This is an optimization exercise on Yosys and OpenROAD, whose aim is small area, not a production implementation. The RTL was checked by simulation tests, not by an equivalence proof against the original design. The clock input has no modelled driver; a real chip could not lean on it and would need a root buffer or a full tree. Power and IR drop assume default switching activity.

Design uart_full_ssd_display, start of the top module:
module uart_full_ssd_display (
    input clk,                   
    input rst,                   
    input wire uart_rxd,         
    output wire uart_txd,        
    output wire [6:0] segments,  
    output wire [3:0] dig_sel    
    );
    function [8:0] rx_step(input [8:0] s);
        rx_step = {s[7:0], ~(s[8] ^ s[3])};
    endfunction
    function [8:0] tx_step(input [8:0] s);
        tx_step = {s[7:0], ~(s[8] ^ s[4])};
    endfunction
    function [15:0] sel_step(input [15:0] s);
        sel_step = {s[14:0], ~(s[15] ^ s[11] ^ s[2] ^ s[0])};
    endfunction
    localparam [8:0]  RX_SEED  = 9'b000111000;
    localparam [8:0]  RX_HALF  = 9'b011100010;
    localparam [8:0]  RX_END   = 9'b011000010;
    localparam [8:0]  TX_SEED  = 9'b000000000;
    localparam [8:0]  TX_ONE   = 9'b000000001;
    localparam [8:0]  TX_END   = 9'b101101100;
    localparam [15:0] SEL_SEED = 16'b1001111100110101;
    localparam [15:0] SEL_END  = 16'b1111100111111111;
    localparam [4:0]  DONE_W   = 5'd23;
    localparam [15:0] DONE_SEL = 16'b1111100111111110;
    localparam [8:0]  TX_PRE   = 9'b100000000;       
    localparam [8:0]  M9  = 9'b010101010;
    localparam [15:0] M16 = 16'b0101010101010101;
    localparam P_D6    = 4'd6;
    localparam P_STOP  = 4'd8;
    localparam P_IDLE  = 4'd9;
    localparam P_JUST  = 4'd11;
    localparam P_START = 4'd15;
    reg        rxd_0, rxd_1;
    reg [3:0]  rp;
    reg [8:0]  rcx;
    wire [8:0] rc = rcx ^ M9;
    reg [7:0]  rd;
    wire r_hi    = rc[8:1] == RX_HALF[8:1];
    wire r_half  = (RX_HALF[8:1] == RX_END[8:1]) ? r_hi & (rc[0] == RX_HALF[0]) : rc == RX_HALF;
    wire r_end   = (RX_HALF[8:1] == RX_END[8:1]) ? r_hi & (rc[0] == RX_END[0])  : rc == RX_END;
    wire r_data  = ~rp[3];
    wire r_stop  = rp == P_STOP;
    wire r_idle  = rp[3] & ~rp[2] & rp[0];   
    wire r_just  = r_idle & rp[1];           
    wire r_valid = r_stop & r_half;
    always @(posedge clk) begin
        if (~rst) begin
            rxd_0 <= 1'b1;
            rxd_1 <= 1'b1;
        end else begin
            rxd_0 <= uart_rxd;
            rxd_1 <= rxd_0;
        end
    end
    always @(posedge clk) begin
        if (~rst) begin
            rp  <= P_IDLE;
            rcx <= RX_SEED ^ M9;
  ...
==> flow/config.mk <==
export PLATFORM = sky130hd
export DESIGN_NAME = uart_full_ssd_display
export DESIGN_NICKNAME = uart_full_ssd_display
export VERILOG_FILES = /design/flow/design.v
export SDC_FILE = /design/flow/constraint.sdc
export NUM_CORES = 4
export LEC_CHECK = 0
export CAP_MARGIN = 20
export CORE_MARGIN = 2
export CORE_UTILIZATION = 40
export SLEW_MARGIN = 20
==> flow/constraint.sdc <==
create_clock -name core_clock -period 20.0 [get_ports {clk}]
set_input_delay 4.0000 -clock core_clock [delete_from_list [all_inputs] [get_ports {clk}]]
set_output_delay 4.0000 -clock core_clock [all_outputs]
set_load 0.01 [all_outputs]
standard.sh (not shown) runs the stock make flow with config.mk's settings and CLKGATE_MAP_FILE= SYNTH_SCRIPT=/design/flow/synth_recipe.tcl, a recipe that flattens the netlist after the stock synthesis.
==> flow/flow/run.sh <==
#!/bin/bash
# The standard layout (standard.sh) with these changes, made through
# ORFS's own hooks and variables and one step between synthesis and floorplan:
# - after the standard synthesis, flow/resynth.tcl (Yosys + ABC) remaps the
#   combinational logic for area; the flip-flops keep their names and cells;
# - ports are buffered with the smallest buffer, buf_1 (BUFFER_PORTS_ARGS);
# - clock tree synthesis is replaced by flow/pre_cts.tcl: the clock port
#   drives four clkbuf_8, each driving a quarter of the flip-flops;
# - after clock tree synthesis, flow/post_cts.tcl replaces half adders that
#   have an output unused, swaps logic cells for the smallest drive strength
#   of the same function, and repairs slew and load.
# Logs: synth.log, comb_cells.log, resynth.log, standard_flow.log here, and
# ORFS's per-step logs under orfs/logs/.
set -euo pipefail
export BUFFER_PORTS_ARGS="-buffer_cell sky130_fd_sc_hd__buf_1"
export PRE_CTS_TCL="$PWD/flow/pre_cts.tcl"
export POST_CTS_TCL="$PWD/flow/post_cts.tcl"
export CLOCK_BUF_CELL=sky130_fd_sc_hd__clkbuf_8
export CLOCK_BUF_GROUPS=4

bash standard.sh synth > synth.log 2>&1

RES=orfs/results/$FLOW_PLATFORM/uart_full_ssd_display/base
export LIB=$FLOW_HOME/platforms/$FLOW_PLATFORM/lib/sky130_fd_sc_hd__tt_025C_1v80.lib
export NETLIST_IN=$RES/1_2_yosys.v.std
export NETLIST_OUT=$RES/1_2_yosys.v
DONT_USE=$(make -s -C "$FLOW_HOME" DESIGN_CONFIG="$PWD/config.mk" print-DONT_USE_CELLS 2>/dev/null | sed 's/^DONT_USE_CELLS[ :=]*//')
export ABC_DONT_USE=""
for c in $DONT_USE; do ABC_DONT_USE="$ABC_DONT_USE -dont_use $c"; done
python3 flow/comb_cells.py "$LIB" > comb_cells.v 2> comb_cells.log
cp $RES/1_2_yosys.v $NETLIST_IN
"$FLOW_HOME/../tools/install/yosys/bin/yosys" -c flow/resynth.tcl > resynth.log 2>&1
rm -f $RES/1_synth.odb $RES/1_synth.sdc

bash standard.sh > standard_flow.log 2>&1
==> flow/flow/area.abc <==
strash
&get -n
&st
&dch
&nf -a -R 1000
&put
mfs3 -a
==> flow/flow/resynth.tcl <==
yosys -import
# Resynthesize the standard synthesis's combinational logic for area.  The
# flip-flop cells stay as they are (blackboxes, names and types kept); every
# other cell is replaced by its boolean function, and ABC maps the logic
# between flip-flops and ports again with flow/area.abc.
read_liberty -lib $::env(LIB)
read_verilog -overwrite comb_cells.v
read_verilog $::env(NETLIST_IN)
hierarchy -top $::env(FLOW_TOP)
flatten
techmap
opt -purge
abc -liberty $::env(LIB) {*}$::env(ABC_DONT_USE) -script flow/area.abc
# Cells are blackboxes again, so that check can see their pin directions.
read_liberty -lib -overwrite $::env(LIB)
opt_clean -purge
hilomap -singleton -hicell sky130_fd_sc_hd__conb_1 HI -locell sky130_fd_sc_hd__conb_1 LO
insbuf -buf sky130_fd_sc_hd__buf_4 A X
opt_clean -purge
check -assert
tee -o resynth_stat.txt stat -liberty $::env(LIB)
write_verilog -noexpr -noattr -nohex $::env(NETLIST_OUT)
Other scripts of this flow, unchanged in this note and not shown: flow/flow/comb_cells.py, flow/flow/post_cts.tcl, flow/flow/pre_cts.tcl
Then changed:
--- a/flow/flow/run.sh
+++ b/flow/flow/run.sh
@@ -4,3 +4,5 @@
 # - after the standard synthesis, flow/resynth.tcl (Yosys + ABC) remaps the
-#   combinational logic for area; the flip-flops keep their names and cells;
+#   combinational logic for area; the flip-flops keep their names and cells.
+#   ABC runs flow/area.abc.in with four random seeds and the smallest
+#   result is kept;
 # - ports are buffered with the smallest buffer, buf_1 (BUFFER_PORTS_ARGS);
@@ -11,4 +13,4 @@
 #   of the same function, and repairs slew and load.
-# Logs: synth.log, comb_cells.log, resynth.log, standard_flow.log here, and
-# ORFS's per-step logs under orfs/logs/.
+# Logs: synth.log, comb_cells.log, resynth_<seed>.log, standard_flow.log
+# here, and ORFS's per-step logs under orfs/logs/.
 set -euo pipefail
@@ -25,3 +27,2 @@
 export NETLIST_IN=$RES/1_2_yosys.v.std
-export NETLIST_OUT=$RES/1_2_yosys.v
 DONT_USE=$(make -s -C "$FLOW_HOME" DESIGN_CONFIG="$PWD/config.mk" print-DONT_USE_CELLS 2>/dev/null | sed 's/^DONT_USE_CELLS[ :=]*//')
@@ -31,3 +32,22 @@
 cp $RES/1_2_yosys.v $NETLIST_IN
-"$FLOW_HOME/../tools/install/yosys/bin/yosys" -c flow/resynth.tcl > resynth.log 2>&1
+YOSYS="$FLOW_HOME/../tools/install/yosys/bin/yosys"
+
+for s in 1 2 3 4; do
+  sed "s/SEED/$s/" flow/area.abc.in > area_$s.abc
+  ABC_SCRIPT="$PWD/area_$s.abc" NETLIST_OUT=resynth_$s.v STAT_OUT=resynth_stat_$s.txt \
+    "$YOSYS" -c flow/resynth.tcl > resynth_$s.log 2>&1 &
+done
+wait
+best=""
+best_area=""
+for s in 1 2 3 4; do
+  a=$(sed -n "s/.*Chip area for module .*: \([0-9.]*\).*/\1/p" resynth_stat_$s.txt 2>/dev/null | tail -n 1)
+  [ -n "$a" ] && [ -s resynth_$s.v ] || continue
+  if [ -z "$best" ] || python3 -c "import sys; sys.exit(0 if $a < $best_area else 1)"; then
+    best=$s
+    best_area=$a
+  fi
+done
+echo "resynthesis: seed $best, area $best_area" > resynth_choice.log
+cp resynth_$best.v $RES/1_2_yosys.v
 rm -f $RES/1_synth.odb $RES/1_synth.sdc
==> flow/flow/area.abc.in (new file) <==
strash
&get -n
&deepsyn -T 60 -S SEED
&put
strash
&get -n
&st
&nf -a -R 1000
&put
mfs3 -a
--- a/flow/flow/resynth.tcl
+++ b/flow/flow/resynth.tcl
@@ -4,3 +4,3 @@
 # other cell is replaced by its boolean function, and ABC maps the logic
-# between flip-flops and ports again with flow/area.abc.
+# between flip-flops and ports again with the script $ABC_SCRIPT.
 read_liberty -lib $::env(LIB)
@@ -12,3 +12,3 @@
 opt -purge
-abc -liberty $::env(LIB) {*}$::env(ABC_DONT_USE) -script flow/area.abc
+abc -liberty $::env(LIB) {*}$::env(ABC_DONT_USE) -script $::env(ABC_SCRIPT)
 # Cells are blackboxes again, so that check can see their pin directions.
@@ -20,3 +20,3 @@
 check -assert
-tee -o resynth_stat.txt stat -liberty $::env(LIB)
+tee -o $::env(STAT_OUT) stat -liberty $::env(LIB)
 write_verilog -noexpr -noattr -nohex $::env(NETLIST_OUT)
removed: flow/flow/area.abc
- via count goes down by 4.9%
- design area goes down by 2.2%
- cell count goes down by 5.5%
- power hardly moves
- worst setup slack degrades by 0.37 ns
No run of this note takes its clock network from TritonCTS; it comes from the design's own scripts or RTL.

[afterwards: timing with drivers on the ports]
How much do the figures lean on ideal ports? The routed layouts below were timed once more, with nothing changed but the port constraints. Step 1 (the two cells are an assumption about what drives the block):
set clk [get_ports {clk}]
set_driving_cell -lib_cell sky130_fd_sc_hd__clkbuf_16 $clk
set_driving_cell -lib_cell sky130_fd_sc_hd__buf_2 [delete_from_list [all_inputs] $clk]
Step 2 adds t to the input delays and takes it off the output delays; t is the mean of the earliest and latest rising clock arrival at the registers after step 1. Input paths then give back, and output paths get back, about the clock's delay inside the block. a / b / c = no drivers / after step 1 / after step 2; a / b = the first two.
| run | t, ns | slack for setup (ns) | worst setup path at the end | worst register clock-pin slew, ns | worst data-port slew with drivers (ns) |
|---|---|---|---|---|---|
| the first run | 0.211 | 14.436 / 14.380 / 14.338 | input to register | 0.11 / 0.11 | 0.03 |
| the second run | 0.215 | 14.071 / 14.013 / 14.228 | register to output | 0.11 / 0.11 | 0.03 |
After both steps every run listed still meets setup and hold. The setup slack of the first run, which loses most, moves by -0.056 ns with the drivers and by -0.098 ns with both steps.
